What follows belongs to an exercise in optimizing a design on an open flow for small area and a short achievable clock period; a production flow would make more cautious choices. In this exercise RTL edits were held to simulation tests only and were not proved equivalent to the original. The flow treats the clock pin as an ideal source. Dropping or thinning the clock tree relies on that and would not hold on a real chip. No activity file was given, so power comes from the tool's default toggle rates.

## reservation_station
module reservation_station #(
    parameter RS_SIZE = 8,
    parameter PR_BITS = 6,
    parameter ROB_SIZE = 16,
    parameter ROB_BITS = $clog2(ROB_SIZE)
)(
    input  logic clk,
    input  logic rst,
    input  logic                  dispatch_en,
    input  logic [PR_BITS-1:0]    src1,
    input  logic [PR_BITS-1:0]    src2,
    input  logic [PR_BITS-1:0]    dst,
    input  logic                  src1_ready,
    input  logic                  src2_ready,
    input  logic                  use_imm,
    input  logic [31:0]           imm,
    input  logic [ROB_BITS-1:0]   alloc_rob_idx,
    input  logic                  dispatch_is_branch,
    input  logic [31:0]           dispatch_pc,
    input logic [1:0] dispatch_br_type,
    input  logic                  wb_valid,
    input  logic [PR_BITS-1:0]    wb_phys,
    input  logic                  issue_grant,
    output logic [1:0] issue_br_type,
    output logic                  issue_valid,
    output logic [PR_BITS-1:0]    issue_src1,
    output logic [PR_BITS-1:0]    issue_src2,
    output logic [PR_BITS-1:0]    issue_dst,
    output logic                  issue_use_imm,
    output logic [31:0]           issue_imm,
    output logic                  issue_is_branch,
    output logic [31:0]           issue_pc,
    output logic [ROB_BITS-1:0]   issue_rob_idx,
    output logic [$clog2(RS_SIZE)-1:0] issue_idx,
    output logic                  rs_full
);
Size: roughly 1,600 cells after synthesis, roughly 790 flip-flops, ~29,000 um2 of cells after synthesis.
export LEC_CHECK = 0
export CAP_MARGIN = 20
export CORE_MARGIN = 2
export CORE_UTILIZATION = 65
export PLACE_DENSITY = 0.75
export SETUP_SLACK_MARGIN = 2.3
export SLEW_MARGIN = 20
export TNS_END_PERCENT = 5
create_clock -name core_clock -period 4.5 [get_ports {clk}]
standard.sh (not shown) runs the stock make flow with config.mk's settings and CLKGATE_MAP_FILE= SYNTH_SCRIPT=/design/flow/synth_recipe.tcl, a recipe that flattens the netlist after the stock synthesis.
==> flow/flow/run.sh <==
#!/bin/bash
# Standard ORFS layout, with plain buffers on the ports instead of the
# delay-cell buffers that buffer_ports picks by default.
set -euo pipefail
EXTRA=()
[[ -f flow/extra.mk ]] && while IFS= read -r l; do [[ -n "$l" ]] && EXTRA+=("$l"); done < flow/extra.mk
bash standard.sh "BUFFER_PORTS_ARGS=-buffer_cell sky130_fd_sc_hd__buf_1" "${EXTRA[@]}" finish > flow_standard.log 2>&1
==> flow/flow/extra.mk <==
CTS_ARGS=-sink_clustering_enable -repair_clock_nets -dont_use_dummy_load -sink_clustering_size 24 -sink_clustering_max_diameter 80
RECOVER_POWER=100
The starting point ran to the end with violations: capacitance limit, slew limit.
==> next run, changes <==
==> flow/flow/extra.mk (replaced) <==
CTS_ARGS=-sink_clustering_enable -repair_clock_nets -dont_use_dummy_load -sink_clustering_size 30 -sink_clustering_max_diameter 80
--- a/flow/config.mk
+++ b/flow/config.mk
@@ -10,5 +10,4 @@
 export CORE_UTILIZATION = 65
 export PLACE_DENSITY = 0.75
-export SETUP_SLACK_MARGIN = 2.3
+export SETUP_SLACK_MARGIN = 1.9
 export SLEW_MARGIN = 20
-export TNS_END_PERCENT = 5
What happened: The changed run finished with timing, DRC and antenna clean; power went up by a little under a tenth; via count went up by a few percent; setup slack improves by 0.65 ns; final area went up by a few percent.
==> next run, changes <==
==> flow/flow/extra.mk (replaced) <==
CTS_ARGS=-sink_clustering_enable -repair_clock_nets -dont_use_dummy_load -sink_clustering_size 24 -sink_clustering_max_diameter 80
--- a/flow/config.mk
+++ b/flow/config.mk
@@ -10,4 +10,4 @@
 export CORE_UTILIZATION = 65
 export PLACE_DENSITY = 0.75
-export SETUP_SLACK_MARGIN = 1.9
+export SETUP_SLACK_MARGIN = 1.3
 export SLEW_MARGIN = 20
Result:
- routed wire length came out lower by roughly a tenth
- die area does not change
- combinational power drops by a quarter to a third
- register-to-register slack degrades by 0.16 ns
- global-route usage goes down by 2.7 points
- critical path depth rose by 4
- synthesized cell count does not change
==> next run, changes <==
--- a/flow/config.mk
+++ b/flow/config.mk
@@ -10,4 +10,5 @@
 export CORE_UTILIZATION = 65
 export PLACE_DENSITY = 0.75
-export SETUP_SLACK_MARGIN = 1.3
+export SETUP_SLACK_MARGIN = 2.6
 export SLEW_MARGIN = 20
+export TNS_END_PERCENT = 5
After rerunning:
- cell area rose by 3.4%
- utilization rose by 2.5 points
- via count rose by 1.9%
- synthesized area does not change
- sequential share of layout area fell by 2.2 points
- wire length rose by 2.1%
- cell count rose by 2.1%
- clock skew fell by 0.0082 ns
- synthesized cell count stays the same
- flip-flop and latch count stays the same
- clock power barely changes

---

== job 804 ==
Another version of the RTL of reservation_station (not shown whole).
For scale: roughly 1600 cells after synthesis, ~780 flip-flops, roughly 0.029 sq mm of cells after synthesis.
Design reservation_station, start of the top module:
module reservation_station #(
    parameter RS_SIZE = 8,
    parameter PR_BITS = 6,
    parameter ROB_SIZE = 16,
    parameter ROB_BITS = $clog2(ROB_SIZE)
)(
    input  logic clk,
    input  logic rst,
    input  logic                  dispatch_en,
    input  logic [PR_BITS-1:0]    src1,
    input  logic [PR_BITS-1:0]    src2,
    input  logic [PR_BITS-1:0]    dst,
    input  logic                  src1_ready,
    input  logic                  src2_ready,
    input  logic                  use_imm,
    input  logic [31:0]           imm,
    input  logic [ROB_BITS-1:0]   alloc_rob_idx,
    input  logic                  dispatch_is_branch,
    input  logic [31:0]           dispatch_pc,
    input logic [1:0] dispatch_br_type,
    input  logic                  wb_valid,
    input  logic [PR_BITS-1:0]    wb_phys,
    input  logic                  issue_grant,
    output logic [1:0] issue_br_type,
    output logic                  issue_valid,
    output logic [PR_BITS-1:0]    issue_src1,
    output logic [PR_BITS-1:0]    issue_src2,
    output logic [PR_BITS-1:0]    issue_dst,
    output logic                  issue_use_imm,
    output logic [31:0]           issue_imm,
    output logic                  issue_is_branch,
    output logic [31:0]           issue_pc,
    output logic [ROB_BITS-1:0]   issue_rob_idx,
    output logic [$clog2(RS_SIZE)-1:0] issue_idx,
    output logic                  rs_full
);
export LEC_CHECK = 0
export CAP_MARGIN = 20
export CORE_MARGIN = 2
export CORE_UTILIZATION = 65
export PLACE_DENSITY = 0.75
export SETUP_SLACK_MARGIN = 2.3
export SLEW_MARGIN = 20
export TNS_END_PERCENT = 10
create_clock -name core_clock -period 4.5 [get_ports {clk}]
==> flow/flow/run.sh <==
#!/bin/bash
# Standard ORFS layout, with plain buffers on the ports instead of the
# delay-cell buffers that buffer_ports picks by default, extra settings from
# flow/extra.mk, and flow/post_cts.tcl run at the end of CTS.
set -euo pipefail
EXTRA=()
[[ -f flow/extra.mk ]] && while IFS= read -r l; do [[ -n "$l" ]] && EXTRA+=("$l"); done < flow/extra.mk
bash standard.sh "BUFFER_PORTS_ARGS=-buffer_cell sky130_fd_sc_hd__buf_1" "POST_CTS_TCL=$PWD/flow/post_cts.tcl" "${EXTRA[@]}" finish > flow_standard.log 2>&1
==> flow/flow/extra.mk <==
CTS_ARGS=-sink_clustering_enable -repair_clock_nets -dont_use_dummy_load -sink_clustering_size 24 -sink_clustering_max_diameter 80
==> flow/flow/post_cts.tcl <==
set block [ord::get_db_block]
set root [$block findInst clkbuf_0_clk]
if {$root != "NULL"} {
  set in_net [[$root findITerm A] getNet]
  set out_net [[$root findITerm X] getNet]
  set loads {}
  foreach it [$out_net getITerms] {
    if {[$it getInst] != $root} { lappend loads $it }
  }
  if {[llength $loads] <= 4 && [llength [$out_net getBTerms]] == 0} {
    puts "post_cts: removing [$root getName], clock port now feeds [llength $loads] buffers"
    foreach it $loads {
      $it disconnect
      $it connect $in_net
    }
    odb::dbInst_destroy $root
    odb::dbNet_destroy $out_net
    estimate_parasitics -placement
    repair_timing_helper
    detailed_placement
    check_placement -verbose
  } else {
    puts "post_cts: root buffer kept ([llength $loads] loads)"
  }
}
## Diff of input files: job 6007 against job 804
Settings: TNS_END_PERCENT changed from 10 to 100.
Notes after the runs:
- Sort job 804 and job 6007 by synthesis-to-layout area growth asc -> top: job 804
- Job 804 → job 6007: routed wire length went up 15 mm, final cell count without fillers moved up.
- When job 6007 is set beside job 804, its global-route wire length before repair turns out to be about 11% larger.
- Job 804 has a higher detailed-routing iteration count for the pre-antenna-repair pass than job 6007.
- Going from job 804 to job 6007, detailed-route wire length on metal 1 grew by a little under 10%.
- | final design utilization | lower: job 804 |
- Lower count of clock-buffer cells in the layout was reported by job 804, not job 6007.
Inputs modified between job 6007 and job 1746:
Settings: swapping 100 for 5 in TNS_END_PERCENT; swapping 2.3 for 1.9 in SETUP_SLACK_MARGIN.
Results
From job 6007 to job 1746 the numbers moved as follows: clock share of power increased by 1.7 points relative to the old numbers; total of flip-flops plus latches after synthesis closely matched the old numbers; finished layout cell area decreased by 11% relative to the old numbers; count of nets after finishing decreased by about 6% relative to the old numbers; combinational power decreased by about 30% relative to the old numbers.
Input-level comparison between job 5087 and job 1746:
Settings: a change of TNS_END_PERCENT from 5 to 30; a change of SETUP_SLACK_MARGIN from 1.9 to 2.3.
--- outcome ---
- Job 1746 → job 5087: growth of design area from synthesis to finish saw an increase; post-route fraction of the period consumed by the critical path saw an increase.
- Job 5087 drops more vias than job 1746.
- Count of clock-buffer cells in the layout is higher on job 1746
- Cmp job 1746 and job 5087 / power density of the placed cells / lower: job 1746
- Changes observed in job 5087 relative to job 1746: clock network area share went down, global-route wire length before repair went up, multi-input gate share of the layout cell area went up.
- | total power | higher: job 5087 |
- Share of total power in the clock network in job 5087 vs job 1746: down 1.7 points
Modified inputs, job 6928 compared to job 5087
Settings: a change of TNS_END_PERCENT from 30 to 5; a change of SETUP_SLACK_MARGIN from 2.3 to 2.45.
### Flow results
- On sequential cell area in the final layout, job 6928 and job 5087 are neck and neck.
- The last element of the critical path comes out idx_q[1]$_DFF_PP0_ in one run and idx_q[0]$_DFF_PP0_ in the other, namely in job 6928 and job 5087 respectively.
- What job 5087 reported for maximum number of pins on one net before global-route repair has to be multiplied by 0.65 to get the figure for job 6928.
- Job 6928: number of antenna violations at the first check in global routing is 3 higher than what job 5087 reported.
The inputs of job 6781 differ from those of job 6928 as listed below.
Settings: swapping 2.45 for 2.3 in SETUP_SLACK_MARGIN; swapping 5 for 2 in TNS_END_PERCENT.
## What came out
Met2 wire length essentially unchanged between job 6928 and job 6781.
Sequential cell count: job 6928 vs job 6781 identical
met3 track demand over resource in global routing for job 6781: 0.26 points down relative to job 6928
DRC marker count from the first detailed-route iteration improves in job 6781 relative to job 6928.
Pin count of the biggest net entering global routing: job 6928 vs job 6781 identical
Job 6781 vs job 6928, master of the slowest instance on the critical path: sky130_fd_sc_hd__or3_1 vs sky130_fd_sc_hd__or3_4

---

== build 98 ==
The RTL this note starts from:
==> flow/design.v <==
module reservation_station #(
    parameter RS_SIZE = 8,
    parameter PR_BITS = 6,
    parameter ROB_SIZE = 16,
    parameter ROB_BITS = $clog2(ROB_SIZE)
)(
    input  logic clk,
    input  logic rst,
    input  logic                  dispatch_en,
    input  logic [PR_BITS-1:0]    src1,
    input  logic [PR_BITS-1:0]    src2,
    input  logic [PR_BITS-1:0]    dst,
    input  logic                  src1_ready,
    input  logic                  src2_ready,
    input  logic                  use_imm,
    input  logic [31:0]           imm,
    input  logic [ROB_BITS-1:0]   alloc_rob_idx,
    input  logic                  dispatch_is_branch,
    input  logic [31:0]           dispatch_pc,
    input logic [1:0] dispatch_br_type,
    input  logic                  wb_valid,
    input  logic [PR_BITS-1:0]    wb_phys,
    input  logic                  issue_grant,
    output logic [1:0] issue_br_type,
    output logic                  issue_valid,
    output logic [PR_BITS-1:0]    issue_src1,
    output logic [PR_BITS-1:0]    issue_src2,
    output logic [PR_BITS-1:0]    issue_dst,
    output logic                  issue_use_imm,
    output logic [31:0]           issue_imm,
    output logic                  issue_is_branch,
    output logic [31:0]           issue_pc,
    output logic [ROB_BITS-1:0]   issue_rob_idx,
    output logic [$clog2(RS_SIZE)-1:0] issue_idx,
    output logic                  rs_full
);
    localparam int W = 3*PR_BITS + 1 + 32 + ROB_BITS + 1 + 32 + 2;
    localparam int NSEL = 6;
    logic [W-1:0] din;
    assign din = {src1, src2, dst, use_imm, imm, alloc_rob_idx,
                  dispatch_is_branch, dispatch_pc, dispatch_br_type};
    logic [RS_SIZE-1:0] rs_valid;
    logic [RS_SIZE-1:0] rs_rdy1;    
    logic [RS_SIZE-1:0] rs_rdy2;
    logic [W-1:0]       rs_data [RS_SIZE];
    logic [RS_SIZE-1:0] sel_q [NSEL];
    logic [RS_SIZE-1:0] sel;
    assign sel = sel_q[0];
    logic       valid_q, full_q;
    logic [2:0] idx_q;
    always_ff @(posedge clk) begin
        for (int i = 0; i < RS_SIZE; i++)
            if (!rs_valid[i])
                rs_data[i] <= din;
    end
    logic [RS_SIZE-1:0] free_oh, free_below;
    always_comb begin
        logic all_lower;
        all_lower = 1'b1;
        for (int i = 0; i < RS_SIZE; i++) begin
            free_oh[i]    = !rs_valid[i] && all_lower;
            free_below[i] = !all_lower;
            all_lower     = all_lower && rs_valid[i];
        end
    end
    logic disp_ok, rdy1_in, rdy2_in, disp_rdy;
    assign disp_ok  = dispatch_en && (dst != '0);
    assign rdy1_in  = src1_ready || (src1 == '0);
    assign rdy2_in  = src2_ready || (src2 == '0);
    assign disp_rdy = disp_ok && rdy1_in && rdy2_in;
    logic [RS_SIZE-1:0] keep, ok1, ok2, valid_n, rdy1_n, rdy2_n;
    always_comb begin
        for (int i = 0; i < RS_SIZE; i++) begin
            ok1[i]     = rs_rdy1[i] || (wb_valid && rs_data[i][W-1 -: PR_BITS] == wb_phys);
            ok2[i]     = rs_rdy2[i] || (wb_valid && rs_data[i][W-1-PR_BITS -: PR_BITS] == wb_phys);
            keep[i]    = rs_valid[i] && !(issue_grant && sel[i]);
            valid_n[i] = keep[i] || (disp_ok && free_oh[i]);
            rdy1_n[i]  = rs_valid[i] ? ok1[i] : rdy1_in;
            rdy2_n[i]  = rs_valid[i] ? ok2[i] : rdy2_in;
        end
    end
    logic [RS_SIZE-1:0] sel_n [NSEL];
    always_comb begin
        logic [RS_SIZE-1:0] r;
        logic lower;
        for (int k = 0; k < NSEL; k++) begin
            for (int i = 0; i < RS_SIZE; i++)
                case (k % 3)
                    0:       r[i] = (keep[i] && ok1[i]) && ok2[i];
                    1:       r[i] = keep[i] && (ok1[i] && ok2[i]);
                    default: r[i] = (keep[i] && ok2[i]) && ok1[i];
                endcase
            lower = 1'b0;
            for (int i = 0; i < RS_SIZE; i++) begin
                if (k < 3)
                    sel_n[k][i] = (r[i] && !lower && !(disp_rdy && free_below[i])) ||
                                  (disp_rdy && free_oh[i] && !lower);
                else
                    sel_n[k][i] = !lower && ((r[i] && !(disp_rdy && free_below[i])) ||
                                             (disp_rdy && free_oh[i]));
                lower = lower || r[i];
            end
        end
    end
    always_ff @(posedge clk or posedge rst) begin
        if (rst) begin
            rs_valid <= '0;
            for (int k = 0; k < NSEL; k++) sel_q[k] <= '0;
            valid_q  <= 1'b0;
            idx_q    <= '0;
            full_q   <= 1'b0;
        end else begin
            rs_valid <= valid_n;
            for (int k = 0; k < NSEL; k++) sel_q[k] <= sel_n[k];
            valid_q  <= |sel_n[0];
            idx_q    <= {sel_n[0][4] | sel_n[0][5] | sel_n[0][6] | sel_n[0][7],
                         sel_n[0][2] | sel_n[0][3] | sel_n[0][6] | sel_n[0][7],
                         sel_n[0][1] | sel_n[0][3] | sel_n[0][5] | sel_n[0][7]};
            full_q   <= &valid_n;
        end
    end
    always_ff @(posedge clk) begin
        rs_rdy1 <= rdy1_n;
        rs_rdy2 <= rdy2_n;
    end
    logic [W-1:0] dout;
    always_comb begin
        dout = '0;
        for (int i = 0; i < RS_SIZE; i++)
            for (int b = 0; b < W; b++)
                dout[b] = dout[b] | (sel_q[b % NSEL][i] & rs_data[i][b]);
    end
    assign {issue_src1, issue_src2, issue_dst, issue_use_imm, issue_imm, issue_rob_idx,
            issue_is_branch, issue_pc, issue_br_type} = dout;
    assign issue_valid = valid_q;
    assign issue_idx   = idx_q;
    assign rs_full     = full_q;
endmodule
Settings: LEC_CHECK=0, CAP_MARGIN=20, CORE_MARGIN=2, CORE_UTILIZATION=65, PLACE_DENSITY=0.75, SETUP_SLACK_MARGIN=1.9, SLEW_MARGIN=20, TNS_END_PERCENT=0; clock period 4.5 ns.
==> flow/flow/run.sh <==
#!/bin/bash
# Standard ORFS layout, with plain buffers on the ports instead of the
# delay-cell buffers that buffer_ports picks by default.
set -euo pipefail
EXTRA=()
[[ -f flow/extra.mk ]] && while IFS= read -r l; do [[ -n "$l" ]] && EXTRA+=("$l"); done < flow/extra.mk
bash standard.sh "BUFFER_PORTS_ARGS=-buffer_cell sky130_fd_sc_hd__buf_1" "${EXTRA[@]}" finish > flow_standard.log 2>&1
Scripts as last shown in full above: flow/flow/extra.mk
Build 98 finished end to end and its layout was clean on timing, DRC and antenna.
Setup changes, build 98 to build 90
- SETUP_SLACK_MARGIN changed from 1.9 to 2.3
- TNS_END_PERCENT changed from 0 to 15
==> comparison <==
Build 90 has completed all stages; timing, DRC and antenna checks passed. Build 98 finished every stage and its layout cleared the timing, design-rule and antenna checks. On combined flip-flop and latch cell area, build 90 tracks build 98 almost exactly. met4 as the top routing layer in use was reported by build 98, and met5 by build 90. [compare] base=build 98 new=build 90: worst setup slack moved down, fraction of area in clock buffers and inverters stayed essentially flat, met3 demand-to-capacity share in global routing now sits higher, wire length +about 5.4%. Build 90 vs build 98, cell area went up by 1100 um2. Critical path depth: build 98 and build 90 compared, higher one is build 90. Against build 98 as the reference, build 90 delivers a lower relative contribution of the clock network to total power.
The following lists how build 16 was set up differently from build 90:
- TNS_END_PERCENT: 15 -> 5
Build 16 | stages: all done | timing, DRC, antenna: all pass. Diff build 90 -> build 16 | cell area | down by a few percent. Of build 90 and build 16, the run reporting the lower minimum clock period after layout was build 16. Build 16 vs. build 90: count of cell instances traversed by the critical path went down by 5.
What build 89 does differently from build 16 at the input level:
- changing SETUP_SLACK_MARGIN from 2.3 to 1.9
Results
- On fraction of final layout cells sized beyond drive strength 1: build 89 sits below build 16.
- Going from build 16 to build 89, worst path arrival time grows by 0.03 ns.
- When build 89 is set beside build 16, its aggregate routed wire length turns out to be about 0.9% smaller.
- Register-to-register slack: build 89 vs build 16 up 0.07 ns
- Taking build 16 as the reference, in build 89 final setup slack of the worst path fell by 0.024 ns; sum of internal, switching and leakage power fell by about 0.5%; synthesis-to-layout area growth fell by 0.52 points; post-cts resize count fell by 44.
- Between build 16 and build 89, the post-CTS clock slew at the launch and capture registers of the worst setup and hold paths figures differ only marginally.
--- input diff build 89..build 51 ---
- swapping 1.9 for 2.3 in SETUP_SLACK_MARGIN
==> flow/flow/run.sh <==
#!/bin/bash
# Standard ORFS layout, with plain buffers on the ports instead of the
# delay-cell buffers that buffer_ports picks by default, extra settings from
# flow/extra.mk, and flow/post_cts.tcl run at the end of CTS.
set -euo pipefail
EXTRA=()
[[ -f flow/extra.mk ]] && while IFS= read -r l; do [[ -n "$l" ]] && EXTRA+=("$l"); done < flow/extra.mk
bash standard.sh "BUFFER_PORTS_ARGS=-buffer_cell sky130_fd_sc_hd__buf_1" "POST_CTS_TCL=$PWD/flow/post_cts.tcl" "${EXTRA[@]}" finish > flow_standard.log 2>&1
==> flow/flow/post_cts.tcl (new file) <==
set block [ord::get_db_block]
set root [$block findInst clkbuf_0_clk]
if {$root != "NULL"} {
  set in_net [[$root findITerm A] getNet]
  set out_net [[$root findITerm X] getNet]
  set loads {}
  foreach it [$out_net getITerms] {
    if {[$it getInst] != $root} { lappend loads $it }
  }
  if {[llength $loads] <= 4 && [llength [$out_net getBTerms]] == 0} {
    puts "post_cts: removing [$root getName], clock port now feeds [llength $loads] buffers"
    foreach it $loads {
      $it disconnect
      $it connect $in_net
    }
    odb::dbInst_destroy $root
    odb::dbNet_destroy $out_net
    estimate_parasitics -placement
    repair_timing_helper
    detailed_placement
    check_placement -verbose
  } else {
    puts "post_cts: root buffer kept ([llength $loads] loads)"
  }
}
Results
reg -> out as the critical path class was reported by build 89, and in -> reg by build 51. Relative to build 89, global-route wire length before repair has increased by 680 um in build 51. Between build 89 and build 51, global-route usage increased. Diff build 89 -> build 51: first-iteration DRC count went down, count of clock-buffer cells in the layout -about 2.6%, number of nets in the layout picked up an extra 33. A worst min-delay path class of reg -> reg is what build 51 shows, while in -> async belongs to build 89. Of the two values seen for worst-path cell with the longest stage delay, a21oi_1 was produced by build 51 and dfrtp_2 by build 89.

==> separate check: timing with driven ports <==
Ports are ideal in the flow. The routed layouts listed here were re-timed in OpenROAD. Step 1 (the two cells are an assumption about what drives the block):
set clk [get_ports {clk}]
set_driving_cell -lib_cell sky130_fd_sc_hd__clkbuf_16 $clk
set_driving_cell -lib_cell sky130_fd_sc_hd__buf_2 [delete_from_list [all_inputs] $clk]
Step 2 times the ports against the registers' clock, not the clock port: input delays grow and output delays shrink by t, the midpoint of the rising clock arrivals with the driver on. Slacks: no drivers / after step 1 / after step 2; pairs: no drivers / after step 1.
run	t, ns	slack for setup (ns)	worst data-port slew with drivers (ns)
the first run of note 1	0.631	1.051 / 0.994 / 0.483	0.09
the second run of note 1	0.621	1.701 / 1.642 / 1.100	0.09
the third run of note 1	0.633	1.447 / 1.396 / 0.833	0.11
the fourth run of note 1	0.634	1.722 / 1.662 / 1.211	0.10
job 804	0.496	1.858 / 1.795 / 1.408	0.10
job 6007	0.517	1.771 / 1.664 / 1.289	0.15
job 1746	0.495	1.844 / 1.781 / 1.407	0.09
job 5087	0.507	1.515 / 1.570 / 1.063	0.12
job 6928	0.504	1.826 / 1.769 / 1.379	0.10
job 6781	0.502	1.848 / 1.778 / 1.408	0.08
build 98	0.631	1.748 / 1.691 / 1.125	0.10
build 90	0.633	1.736 / 1.686 / 1.100	0.09
build 16	0.634	1.767 / 1.707 / 1.244	0.09
build 89	0.632	1.742 / 1.682 / 1.186	0.10
build 51	0.502	1.704 / 1.769 / 1.266	0.11
The setup slack of build 90, which loses most, moves by -0.050 ns with the drivers and by -0.636 ns with both steps.
